This is an optimization exercise on Yosys and OpenROAD, whose aim is small area and a short achievable clock period, not a production implementation. The RTL was checked by simulation tests, not by an equivalence proof against the original design. Power and IR drop assume default switching activity.

## flow/design.v (module list and top-level ports; edited modules follow where they fit)
// module mac: 2721 lines
// module mac_fa: 4 lines
module mac (
    input  logic               i_nrst,
    input  logic               i_clk,
    input  logic signed  [7:0] i_a0, i_a1, i_a2, i_a3, i_a4, i_a5, i_a6, i_a7,
    input  logic signed  [7:0] i_b0, i_b1, i_b2, i_b3, i_b4, i_b5, i_b6, i_b7,
    output logic signed [18:0] o_res
);
  // ...
==> flow/flow/run.sh <==
#!/bin/bash
set -e
export BUFFER_PORTS_ARGS="-buffer_cell sky130_fd_sc_hd__buf_1"
sed -E 's/SETUP_SLACK_MARGIN=[-0-9.]+/SETUP_SLACK_MARGIN=0/' standard.sh > standard_fp.sh
bash standard_fp.sh synth floorplan > standard_fp.log 2>&1
bash standard.sh > standard.log 2>&1
==> flow/standard.sh <==
#!/bin/bash
# synth_recipe.tcl (not shown) runs the flow's synth.tcl, then flattens the netlist and writes it again
# the make line also repeats each setting of config.mk as NAME=value (left out here)
make -C /OpenROAD-flow-scripts/flow DESIGN_CONFIG=/design/flow/config.mk WORK_HOME=/design/flow/orfs CLKGATE_MAP_FILE= SYNTH_SCRIPT=/design/flow/synth_recipe.tcl "${@:-finish}"
==> flow/config.mk <==
export PLATFORM = sky130hd
export DESIGN_NAME = mac
export DESIGN_NICKNAME = mac
export VERILOG_FILES = /design/flow/design.v
export SDC_FILE = /design/flow/constraint.sdc
export NUM_CORES = 4
export LEC_CHECK = 0
export CAP_MARGIN = 20
export CORE_MARGIN = 5
export CORE_UTILIZATION = 60
export CTS_CLUSTER_DIAMETER = 100
export CTS_CLUSTER_SIZE = 30
export SETUP_SLACK_MARGIN = 2.8
export SLEW_MARGIN = 20
export SYNTH_HIERARCHICAL = 1
export SYNTH_MINIMUM_KEEP_SIZE = 0
==> flow/constraint.sdc <==
create_clock -name core_clock -period 5.5 [get_ports {i_clk}]
set_input_delay 1.1000 -clock core_clock [delete_from_list [all_inputs] [get_ports {i_clk}]]
set_output_delay 1.1000 -clock core_clock [all_outputs]
set_load 0.01 [all_outputs]
==> reports/qor.csv, run 1 <==
metric,value,unit
critical path type,reg2reg,
Seq pwr share,0.251,
"commonest non-fill, non-tap cell in the layout",fa_1,
Pint,0.00658,W
pre-CTS setup slack,1.89,ns
Hold WC Path Type,reg2reg,
Num CTS Buffers,13,
critical path's largest stage delay,0.57,ns
reg2reg end,r2[28],
Synth Area in Simple Gates,0.139,
Syn Std Cell Area,18200,um2
worst hold start,r1[0],
final WL,54200,um
crit path launch type,register,
post-placement cell area,18800,um2
DR pass1 iterations,5,
Die ar.,33900,um2
CP most frequent cell,fa_2,
Top Consumer,combinational cells,
Comb. pwr,0.00790,W
post-route cell area,19600,um2
Worst Path Max Fanout,1,
top-count cell post-synth,fa_1,
syn avg cell area,11.9,um2
layout sequential cell count,233,
RSZ-0062 raised after global routing,true,
period utilization,0.498,
status,"complete, no violations",
antenna-violating nets left,0,
gr usage total,0.334,
Largest regs,"r1 x163, r2 x49, res x19",
Slew Limit Fails,0,
met3 WL post-DR,7350,um
Commonest cells post-synth,"486 x fa_1, 415 x nand2_1, 233 x dfxtp_1",
DP HPWL,46500,um
DR iter-0 viols,989,
Peak VDD IR,0.373,mV
Slew headroom,0.554,
Slew @ Worst Pin,0.669,ns
root buf cell,clkbuf_16,
Synth Area in Compound Gates,0.0199,
setup ws final,2.76,ns
M3 GR Usage,0.133,
core area,29800,um2
Most Crowded Layer GR,met2,
==> run 2: changes to the inputs <==
--- a/flow/config.mk
+++ b/flow/config.mk
@@ -11,4 +11,5 @@
 export CTS_CLUSTER_DIAMETER = 100
 export CTS_CLUSTER_SIZE = 30
+export PLACE_DENSITY = 0.75
 export SETUP_SLACK_MARGIN = 2.8
 export SLEW_MARGIN = 20
==> run 2 against run 1 <==
Combinational power is 3.8% higher. Core utilization is 0.18 points lower. Worst hold slack worse by 0.0015 ns. Clock power is 5% lower. Sequential cell count stayed put. Via count is 4.2% higher. Routed wire length is 4.0% higher. Largest power group unchanged. Setup slack worse by 0.017 ns. Register-to-register slack worse by 0.02 ns. Final cell count stayed put. Critical endpoint unchanged. Still clean on timing, DRC and antenna. Area after synthesis stayed put.
==> reports/qor.csv, run 2 <==
metric,value,unit,change
syn avg cell area,11.9,um2,unchanged
Largest regs,"r1 x163, r2 x49, res x19",,
Hold WC Path Type,reg2reg,,
root buf cell,clkbuf_16,,
row cnt,63,,
Worst R2R Start,r1[100],,
Avg WL per Cell,28.5,um,
"CTS clk-pin slew, worst paths",0.12,ns,
CP startpoint,r1[100],,
mux cell area share after synthesis,0.00275,,
status,"complete, no violations",,
CP endpoint kind,register,,
"commonest non-fill, non-tap cell in the layout",fa_1,,
Remaining DRCs,0,,
Area contributors post-synth,"fa_1 53%, dfxtp_1 26%, nand2_1 8.6%",,
max reg flops,163,,
Post-Synth Adder-Cell Area,0.547,,
Peak VDD IR,0.343,mV,-8.0%
"EDFF count, synth",0,,
post-CTS setup buffers,0,,
Max-cap violations,0,,
clock tree buffer depth,3,,
largest family of logic cells by synthesized area,adder cells,,
setup ws final,2.74,ns,-0.0173 ns
Max Clock Freq,363,MHz,
"Top FF cell, synth",dfxtp_1,,
initial antenna violation count,1,,
gr usage total,0.345,,+0.0111
sequential area share after synthesis,0.256,,
Syn Std Cell Area,18200,um2,unchanged
Final Skew,0.0275,ns,
CP most frequent cell,fa_2,,
synth warn,7,,
Slew headroom,0.527,,-0.0278
Syn Inst Count,1531,,
critical path type,reg2reg,,
CP required,5.88,ns,
Commonest cells post-synth,"486 x fa_1, 415 x nand2_1, 233 x dfxtp_1",,
synthesis-to-layout area growth,7.44,%,
CTS tree,done,,
Slew Limit Fails,0,,unchanged
final WL,56300,um,+4.0%
worst hold margin,0.339,ns,
Num CTS Buffers,12,,-1
setup TNS,0,ns,
"FF+latch count, synth",233,,
worst-skew pair later-pin latency,0.50,ns,
crit path launch type,register,,
# IOs,149,,
DP HPWL,47800,um,+2.7%
DR pass1 iterations,5,,unchanged
pre-CTS setup slack,1.78,ns,-0.103 ns
vias,11894,,
RSZ-0062 raised after global routing,true,,
WP data arrival,3.14,ns,
Worst Path Max Fanout,1,,unchanged
routed vias/inst,6.02,,
xor/xnor share of the synthesized area,0.00337,,
Initial Util,0.611,,
Slew @ Worst Pin,0.710,ns,+0.0417 ns
Critical-path top delay cell,fa_2,,
Leak,7.56,nW,
Worst Hold Depth,0,,
Synth Area in Compound Gates,0.0199,,unchanged
most frequent cells in the layout,"442 x fa_1, 415 x nand2_1, 224 x dfxtp_1",,
Synth Area in Simple Gates,0.139,,unchanged
Period minus WS final,2.76,ns,
critical path's largest stage delay,0.56,ns,about the same
Synth top area share,0.534,,
"Hold Vio Cnt, Final",0,,
worst hold start,r1[0],,
PwrDens,623,nW/um2,
ys async rst share,0,,
clk sinks,233,,
Setup-failing EPs final,0,,
share of layout cells above drive strength 1,0.128,,
"area leader, netlist",fa_1,,
most flop-heavy register,r1,,
Port Buffers,148,,
DR iter-0 viols,1029,,+4.0%
number of global-route vias before repair,13351,,
total congestion overflow,0,,
top-count cell post-synth,fa_1,,
period utilization,0.501,,+0.00314
Placer Congestion,1.02,,
number of H-tree levels,1,,
Final #Nets,2216,,
largest net degree at the start of global routing,31,,
die width,184,um,
Die ar.,33900,um2,unchanged
"Critical Path, Cell by Cell","fa_2, fa_2, fa_2, fa_2, fa_1",,
first-pass GRT wire length,84300,um,
antenna-violating nets left,0,,unchanged
Cell variety after synth,43,,
core area,29800,um2,unchanged
r2r worst-path depth,5,,
Die Y,184,um,
-- run 2: kinds of logic after synthesis --
group                      count (synthesis)
xor gates and xnor gates                   7
buffers and inverters                    156
other                                      2
DFF                                      233
muxes                                      5
AOI/OAI and AO/OA                         52
and+or+nand+nor                          572
adders and majority gates                504
-- run 2: what timing repair did --
| action | 4_1_cts | 5_1_grt |
|---|---|---|
| hold buffers | 0 | 0 |
| endpoints found under the setup margin | 152 | 53 |
| hold endpoints to repair | 0 | 0 |
| gates resized for setup | 162 | 51 |
| pin swaps | 9 | 16 |
-- run 2: worst max-delay path, delay by kind of cell, from the launching register on --
kind | cells | cell delay [ns]
adder cells (fa/ha/maj) | 5 | 2.26
flip-flops | 1 | 0.38
-- run 2: power by group --
part / leakage, nW / internal, W / total (W) / switching [W]
Combinational: 5.43 / 0.00366 / 0.00820 / 0.00454
Clock: 0.180 / 0.000443 / 0.00101 / 0.000570
Sequential: 1.95 / 0.00256 / 0.00298 / 0.000411
Total: 7.56 / 0.00667 / 0.0122 / 0.00552
-- run 2: per-layer routing --
metal  vias to the layer above  track usage  wire length (um)
li1                       4670            -                 -
met1                      6206        0.468             21000
met2                       858        0.560             26600
met3                       158       0.0916              6550
met4                         2       0.0988              2110
met5                         -            0                13
-- run 2: path summary, 6_finish.rpt --
check                 to  slack, ns
setup reg to reg  r2[28]       2.74
hold / removal     r2[0]       0.34
setup / recovery  r2[28]       2.74
hold reg to reg    r2[0]       0.34
-- run 2: per-module statistics from Yosys, one instance, submodules excluded --
module / cell area [um2] / flip-flops and latches
mac: 8480 / 233
mac_fa: 20.0 / 0
-- run 2: metrics by stage --
step	util	instance area, um2	power (W)	instances
final	0.657	19600	0.0122	1975
after detailed placement	0.632	18800	0.0110	1958
after CTS	0.653	19500	0.0122	1974
after global placement	0.632	18800	0.0106	1958
after global routing	0.657	19600	0.0134	1974
after floorplan	-	18200	0.00831	1538
-- run 2: final cells by class --
| class | instances | area (um2) |
|---|---|---|
| multi-input cells | 1149 | 13100 |
| fillers | 2298 | 10200 |
| flip-flops and latches | 233 | 4680 |
| repair buffers | 148 | 783 |
| well taps | 390 | 488 |
| clock buffers | 13 | 325 |
| inverters | 38 | 143 |
| clock inverters | 3 | 43.8 |
| diodes | 1 | 2.50 |
==> run 3: changes to the inputs <==
--- a/flow/config.mk
+++ b/flow/config.mk
@@ -6,12 +6,11 @@
 export NUM_CORES = 4
 export LEC_CHECK = 0
-export CAP_MARGIN = 20
+export CAP_MARGIN = 0
 export CORE_MARGIN = 5
 export CORE_UTILIZATION = 60
 export CTS_CLUSTER_DIAMETER = 100
 export CTS_CLUSTER_SIZE = 30
-export PLACE_DENSITY = 0.75
 export SETUP_SLACK_MARGIN = 2.8
-export SLEW_MARGIN = 20
+export SLEW_MARGIN = 0
 export SYNTH_HIERARCHICAL = 1
 export SYNTH_MINIMUM_KEEP_SIZE = 0
==> run 3 against run 2 <==
Still clean. Register-to-register slack gained 0.02 ns. Sequential cell count is the same. Final area grew 0.28%. First-iteration DRC count shrank 3.9%. Via count shrank 4.0%. Fmax grew 0.63%. Area after synthesis is the same. Sequential share of layout area shrank 0.074 points. Setup slack gained 0.017 ns. Critical path depth is the same.
==> reports/qor.csv, run 3 <==
metric,value,unit,change
Area contributors post-synth,"fa_1 53%, dfxtp_1 26%, nand2_1 8.6%",,
Slew headroom,0.554,,+0.0278
"Top FF cell, synth",dfxtp_1,,
max reg flops,163,,unchanged
clock power share,0.089,,+0.006
Port Buffers,148,,unchanged
synthesis-to-layout area growth,7.74,%,
"area leader, netlist",fa_1,,
status,"complete, no violations",,
xor/xnor share of the synthesized area,0.00337,,unchanged
ys async rst share,0,,unchanged
die width,184,um,unchanged
DR pass1 iterations,5,,unchanged
Max Clock Freq,365,MHz,+0.63%
root buf cell,clkbuf_16,,
synth warn,7,,unchanged
footprint of the multi-input gates,13100,um2,+0.19%
fillers,2319,,+0.91%
Worst Path Max Fanout,1,,unchanged
largest family of logic cells by synthesized area,adder cells,,
Commonest cells post-synth,"486 x fa_1, 415 x nand2_1, 233 x dfxtp_1",,
antenna-violating nets left,0,,unchanged
Syn Std Cell Area,18200,um2,unchanged
total congestion overflow,0,,unchanged
Syn Inst Count,1531,,unchanged
period utilization,0.498,,-0.00314
# IOs,149,,unchanged
Cell variety after synth,43,,unchanged
gr usage total,0.334,,-0.0111
Placer Congestion,0.971,,-5.2%
post-CTS setup buffers,0,,unchanged
pre-CTS setup slack,1.89,ns,+0.103 ns
Avg WL per Cell,27.4,um,-3.8%
Die Y,184,um,unchanged
Seq pwr share,0.251,,+0.007
Sw Share,0.450,,-0.00301
"FF+latch count, synth",233,,unchanged
worst hold start,r1[0],,
DR iter-0 viols,989,,-3.9%
most flop-heavy register,r1,,
worst-skew pair later-pin latency,0.49,ns,about the same
Synth top area share,0.534,,unchanged
setup ws final,2.76,ns,+0.0173 ns
Num CTS Buffers,13,,+1
worst reg2reg setup slack,2.76,ns,+0.02 ns
CTS Hold Bufs,0,,unchanged
setup TNS,0,ns,unchanged
top-count cell post-synth,fa_1,,
clk sinks,233,,unchanged
core area,29800,um2,unchanged
Final Skew,0.0298,ns,+0.00238 ns
post-route cell area,19600,um2,+0.28%
CTS tree,done,,
Setup-failing EPs final,0,,unchanged
"commonest non-fill, non-tap cell in the layout",fa_1,,
share of layout cells above drive strength 1,0.134,,+0.00623
Worst R2R Start,r1[79],,
"CTS clk-pin slew, worst paths",0.11,ns,about the same
Max-cap violations,0,,unchanged
Synth Area in Simple Gates,0.139,,unchanged
Period minus WS final,2.74,ns,-0.0173 ns
mux cell area share after synthesis,0.00275,,unchanged
RSZ-0062 raised after global routing,true,,
Largest regs,"r1 x163, r2 x49, res x19",,
Peak VDD IR,0.373,mV,+8.7%
ANT cells,0,,-1
Slew @ Worst Pin,0.669,ns,-0.0417 ns
number of H-tree levels,1,,unchanged
M3 GR Usage,0.133,,+0.0414
CP required,5.88,ns,about the same
Pint,0.00658,W,-1.3%
met2 usage,0.521,,-0.0390
most frequent cells in the layout,"435 x fa_1, 415 x nand2_1, 225 x dfxtp_1",,
grt met1 use,0.460,,-0.00780
Remaining DRCs,0,,unchanged
crit path launch type,register,,
CP startpoint,r1[79],,
post-placement cell area,18800,um2,unchanged
Slew Limit Fails,0,,unchanged
Most Crowded Layer GR,met2,,
first-pass GRT wire length,81200,um,-3.7%
WP data arrival,3.12,ns,-0.02 ns
"Hold Vio Cnt, Final",0,,unchanged
sw power,0.00538,W,-2.5%
Die ar.,33900,um2,unchanged
largest net degree at the start of global routing,31,,unchanged
critical path type,reg2reg,,
vias,11416,,-4.0%
routed vias/inst,5.78,,-4.0%
Post-Synth Adder-Cell Area,0.547,,unchanged
combinational power share,0.660,,-0.013
syn avg cell area,11.9,um2,unchanged
Hold WC Path Type,reg2reg,,
clock tree buffer depth,3,,unchanged
sequential area share after synthesis,0.256,,unchanged
PwrDens,610,nW/um2,-2.1%
final WL,54200,um,-3.8%
Final #Nets,2217,,+0.045%
Synth Area in Compound Gates,0.0199,,unchanged
Initial Util,0.611,,unchanged
DP HPWL,46500,um,-2.6%
initial antenna violation count,1,,unchanged
register area,4680,um2,about the same
"EDFF count, synth",0,,unchanged
CP endpoint kind,register,,
number of global-route vias before repair,12741,,-4.6%
row cnt,63,,unchanged
Leak,7.58,nW,+0.27%
## run 3: cell counts after synthesis
No cell type changed its count.
## run 3: power by group through the flow
stage	clock network [W]	registers (W)	logic, W
2_1_floorplan	0	0.00290	0.00541
3_3_place_gp	0	0.00300	0.00752
3_5_place_dp	0	0.00302	0.00777
4_1_cts	0.00109	0.00299	0.00793
5_1_grt	0.00116	0.00308	0.00917
6_report	0.00106	0.00300	0.00790
## run 3: Yosys stat by module (local to each module, per instance)
module | copies in the design | flops+latches | cell area [um2]
mac_fa | 486 | 0 | 20.0
mac | 1 | 233 | 8480
## run 3: worst max-delay path, stage by stage (launching register included)
cell and delay, ns:
dfxtp_1 0.40, fa_1 0.46, fa_2 0.57, fa_2 0.44
fa_2 0.35, fa_1 0.42
## run 3: worst paths after layout
check / cells past startpoint / endpoint
setup / recovery: 5 / r2[28]
hold / removal: 0 / r2[0]
setup reg to reg: 5 / r2[28]
hold reg to reg: 0 / r2[0]
## run 3: what timing repair did
item	in CTS	in global routing
pin swaps	4	17
hold endpoints to repair	0	0
gates resized for setup	153	70
setup endpoints to repair	155	56
## run 3: layout make-up
cell class              instances  area share
clock buffers                  13      0.0166
well taps                     390      0.0249
repair buffers                148      0.0398
multi-input cells            1149       0.669
inverters                      38     0.00727
flip-flops and latches        233       0.238
clock inverters                 4     0.00408
## run 3: kinds of logic after synthesis
kind of cell / after synthesis
adders and majority gates: 504
muxes: 5
other: 2
AOI/OAI and AO/OA: 52
DFF: 233
buffers and inverters: 156
and+or+nand+nor: 572
xor gates and xnor gates: 7
## run 3: per-stage QoR
step | std cells | util | power, W | hold WS (ns)
final | 1975 | 0.658 | 0.0120 | 0.340
after floorplan | 1538 | - | 0.00831 | 0.310
after global routing | 1975 | 0.658 | 0.0134 | 0.343
after CTS | 1975 | 0.653 | 0.0120 | 0.338
after global placement | 1958 | 0.632 | 0.0105 | 0.313
after detailed placement | 1958 | 0.632 | 0.0108 | 0.314
## run 3: routing by layer
layer	part of all wire	vias up	wire [um]
li1	-	4666	-
met5	0.00037	-	20
met3	0.14	83	7350
met2	0.46	668	24800
met1	0.39	5997	21000
met4	0.018	2	954

static timing again, ports no longer ideal:
The flow's constraints put no driver on any port. The routed layouts listed below were extracted and timed again, unchanged, in two steps.
Step 1, drivers: a clkbuf_16 drives i_clk and a buf_2 each remaining input, both assumed.
Step 2 also shifts input and output timing later by t, the mid clock arrival at the registers, as if the neighbouring blocks saw the same clock.
a / b / c = ideal / step 1 / step 2; a / b = the first two.
| run | shift t [ns] | setup slack, ns | clock arrival spread, ns | worst register clock-pin slew, ns | worst data-port slew with drivers (ns) |
|---|---|---|---|---|---|
| run 1 | 0.528 | 2.761 / 2.761 / 2.269 | 0.030 / 0.030 | 0.11 / 0.11 | 0.08 |
| run 2 | 0.536 | 2.744 / 2.744 / 2.238 | 0.031 / 0.032 | 0.12 / 0.12 | 0.07 |
| run 3 | 0.528 | 2.761 / 2.761 / 2.269 | 0.030 / 0.030 | 0.11 / 0.11 | 0.08 |
After both steps setup and hold are still met in every run listed. The setup slack of run 2, which loses most, moves by 0.000 ns with the drivers and by -0.506 ns with both steps.
